What follows belongs to an exercise in optimizing a design on an open flow for small area and a short achievable clock period; a production flow would make more cautious choices. Function was checked by simulation only, so behaviour that the tests miss may differ from the original.

v11:
==> flow/design.v (excerpt) <==
module pipeline (
  input  CLK,
  input  [31:0]counter_in,
  input  [127:0]target_hash,
  input  reset,
  output reg found,
  output reg [31:0]found_word
);
function [31:0] bswap(input [31:0] x);
  bswap = {x[7:0], x[15:8], x[23:16], x[31:24]};
endfunction
function eqadd(input [31:0] a, input [31:0] b, input [31:0] k);
  reg [31:0] cy;
  begin
    cy = {(a[30:0] & b[30:0]) | ((a[30:0] | b[30:0]) & ~k[30:0]), 1'b0};
    eqadd = ((a ^ b ^ k) == cy);
  end
endfunction
reg  [4:0]  step;
reg  [1:0]  ph;
reg  [31:0] q0, q1, q2, q3, t21, er;
wire busy = (step != 5'd22);
always @(posedge CLK)
  if (reset) begin step <= 5'd0; ph <= 2'd0; end
  else if (busy) begin
    ph <= (ph == 2'd2) ? 2'd0 : ph + 2'd1;
    if (ph == 2'd2) step <= step + 5'd1;
  end
reg  [31:0] ex, kc;
reg  [2:0]  rs;
wire [31:0] s001;
add_bk u_s001 (.a(~q0), .b(q1), .s(s001));
wire [31:0] dif = ~s001;   
always @* begin
  case (step)
    5'd0: begin ex = bswap(target_hash[95:64]); kc = 32'h10325478; rs = 3'd0; end
    5'd1: begin ex = bswap(target_hash[63:32]); kc = 32'h67452303; rs = 3'd0; end
    5'd2: begin ex = bswap(target_hash[31:0]); kc = 32'hefcdab8b; rs = 3'd0; end
    5'd3: begin ex = bswap(target_hash[127:96]); kc = 32'h98badd00; rs = 3'd0; end
    5'd4: begin ex = dif; kc = 32'h14792c70; rs = 3'd4; end
    5'd5: begin ex = dif; kc = 32'hd5282d46; rs = 3'd3; end
    5'd6: begin ex = dif; kc = 32'h42c50dcc; rs = 3'd2; end
    5'd7: begin ex = dif; kc = 32'h08ac817f; rs = 3'd1; end
    5'd8: begin ex = dif; kc = 32'hb1f7ee60; rs = 3'd4; end
  ...
Size in the first run: ~53000 cells after synthesis, ~7300 flip-flops, ~200 I/O pins, roughly 350000 µm² of cells after synthesis.
clock: 7.5 ns
lec_check: 0
abc_area: 1
cap_margin: 20
core_margin: 2
core_utilization: 55
place_density: 0.68
setup_slack_margin: 3.75
slew_margin: 20
standard.sh (not shown) runs the stock make flow with config.mk's settings and CLKGATE_MAP_FILE= SYNTH_SCRIPT=/design/flow/synth_recipe.tcl, a recipe that flattens the netlist after the stock synthesis.
==> flow/flow/run.sh <==
#!/bin/bash
# Layout flow: the standard ORFS flow, with Yosys's full/half-adder
# extraction turned off (the RTL already spells out its adders as prefix
# networks), larger clock-tree sink clusters without dummy loads, and more
# antenna-repair rounds after detailed routing.
set -euo pipefail
bash standard.sh ADDER_MAP_FILE= MAX_REPAIR_ANTENNAS_ITER_DRT=10 ENABLE_RESISTANCE_AWARE=1 \
  "CTS_ARGS=-sink_clustering_enable -repair_clock_nets -dont_use_dummy_load -sink_clustering_size 24 -sink_clustering_max_diameter 80" \
  finish > standard.log 2>&1
Inputs modified between v11 and v50:
diff --git a/flow/config.mk b/flow/config.mk
--- a/flow/config.mk
+++ b/flow/config.mk
@@ -13 +13 @@
-export SETUP_SLACK_MARGIN = 3.75
+export SETUP_SLACK_MARGIN = 3.6
==> run notes <==
- v50 ends up with a post-route fraction of the period consumed by the critical path that is 1.6 points higher than in v11.
- Mean routed wirelength per cell, v11 and v50, higher one = v11.
- The worst hold-check slack of v50 and that of v11 are within noise of each other.
- v50 vs. v11: clock skew -0.0043 ns; utilization -0.89 points.
What v1 does differently from v50 at the input level:
diff --git a/flow/flow/run.sh b/flow/flow/run.sh
--- a/flow/flow/run.sh
+++ b/flow/flow/run.sh
@@ -8 +8 @@
-  "CTS_ARGS=-sink_clustering_enable -repair_clock_nets -dont_use_dummy_load -sink_clustering_size 24 -sink_clustering_max_diameter 80" \
+  "CTS_ARGS=-sink_clustering_enable -repair_clock_nets -dont_use_dummy_load -sink_clustering_size 20 -sink_clustering_max_diameter 70" \
diff --git a/flow/config.mk b/flow/config.mk
--- a/flow/config.mk
+++ b/flow/config.mk
@@ -13 +13 @@
-export SETUP_SLACK_MARGIN = 3.6
+export SETUP_SLACK_MARGIN = 3.7
--- outcome ---
- Across both runs, global router's overall resource usage was higher for v1 than for v50.
- Sort v1 and v50 by share of the cycle needed by the critical path after routing, descending, and v50 comes first.

Another version of the RTL of pipeline (not shown whole).
Size in the first run: roughly 52000 cells after synthesis, roughly 7400 flip-flops, ~200 I/O pins, about 350000 sq um of cells after synthesis.
==> flow/config.mk <==
export PLATFORM = sky130hd
export DESIGN_NAME = pipeline
export DESIGN_NICKNAME = pipeline
export VERILOG_FILES = /design/flow/design.v
export SDC_FILE = /design/flow/constraint.sdc
export NUM_CORES = 8
export LEC_CHECK = 0
export ABC_AREA = 1
export CAP_MARGIN = 20
export CORE_MARGIN = 2
export CORE_UTILIZATION = 55
export PLACE_DENSITY = 0.68
export SETUP_SLACK_MARGIN = 4.0
export SLEW_MARGIN = 20
==> flow/constraint.sdc <==
create_clock -name core_clock -period 7.5 [get_ports {CLK}]
set_input_delay 1.5000 -clock core_clock [delete_from_list [all_inputs] [get_ports {CLK}]]
set_output_delay 1.5000 -clock core_clock [all_outputs]
set_load 0.01 [all_outputs]
==> flow/flow/run.sh <==
#!/bin/bash
# Layout flow: the standard ORFS flow, with Yosys's full/half-adder
# extraction turned off (the RTL already spells out its adders as prefix
# networks), larger clock-tree sink clusters without dummy loads, and more
# antenna-repair rounds after detailed routing.
set -euo pipefail
bash standard.sh ADDER_MAP_FILE= MAX_REPAIR_ANTENNAS_ITER_DRT=10 \
  "CTS_ARGS=-sink_clustering_enable -repair_clock_nets -dont_use_dummy_load -sink_clustering_size 24 -sink_clustering_max_diameter 80" \
  finish > standard.log 2>&1
Then changed:
PLACE_DENSITY = default   (was 0.68)
SETUP_SLACK_MARGIN = 3.6   (was 4.0)
Critical path depth stays the same.
Worst setup slack degrades by 0.26 ns.
Sequential share of layout area rose by 2.1 points.
Hold slack improved by 0.023 ns.
Wire length went down by about 7%.
Area after synthesis stays the same.
Global-route usage goes down by 1.8 points.

## static timing again, ports no longer ideal
The results above use ideal ports. As a check the final layouts listed here were re-extracted and re-timed, cells and wires unchanged.
Step 1 (the two cells are an assumption about what drives the block):
set clk [get_ports {CLK}]
set_driving_cell -lib_cell sky130_fd_sc_hd__clkbuf_16 $clk
set_driving_cell -lib_cell sky130_fd_sc_hd__buf_2 [delete_from_list [all_inputs] $clk]
Step 2 moves the port delays by t, midway between the first and last clock arrival at a register: inputs arrive t later, outputs are due t later. That takes back most of the time a late clock gives input paths.
Slacks: ideal / step 1 / step 2; pairs: ideal / step 1.
| run | shift t [ns] | setup slack, ns | worst hold slack (ns) |
|---|---|---|---|
| v11 | 1.250 | 3.704 / 3.592 / 3.266 | 0.252 / 0.252 / 0.252 |
| v50 | 1.240 | 3.586 / 3.528 / 3.184 | 0.254 / 0.254 / 0.254 |
| v1 | 1.276 | 3.703 / 3.611 / 3.435 | 0.299 / 0.299 / 0.299 |
| the first run of note 2 | 1.250 | 3.899 / 3.899 / 3.576 | 0.247 / 0.247 / 0.247 |
| the second run of note 2 | 1.235 | 3.641 / 3.641 / 3.577 | 0.270 / 0.270 / 0.270 |
After both steps setup and hold are still met in every run listed. The setup slack of v11, which loses most, moves by -0.112 ns with the drivers and by -0.438 ns with both steps.
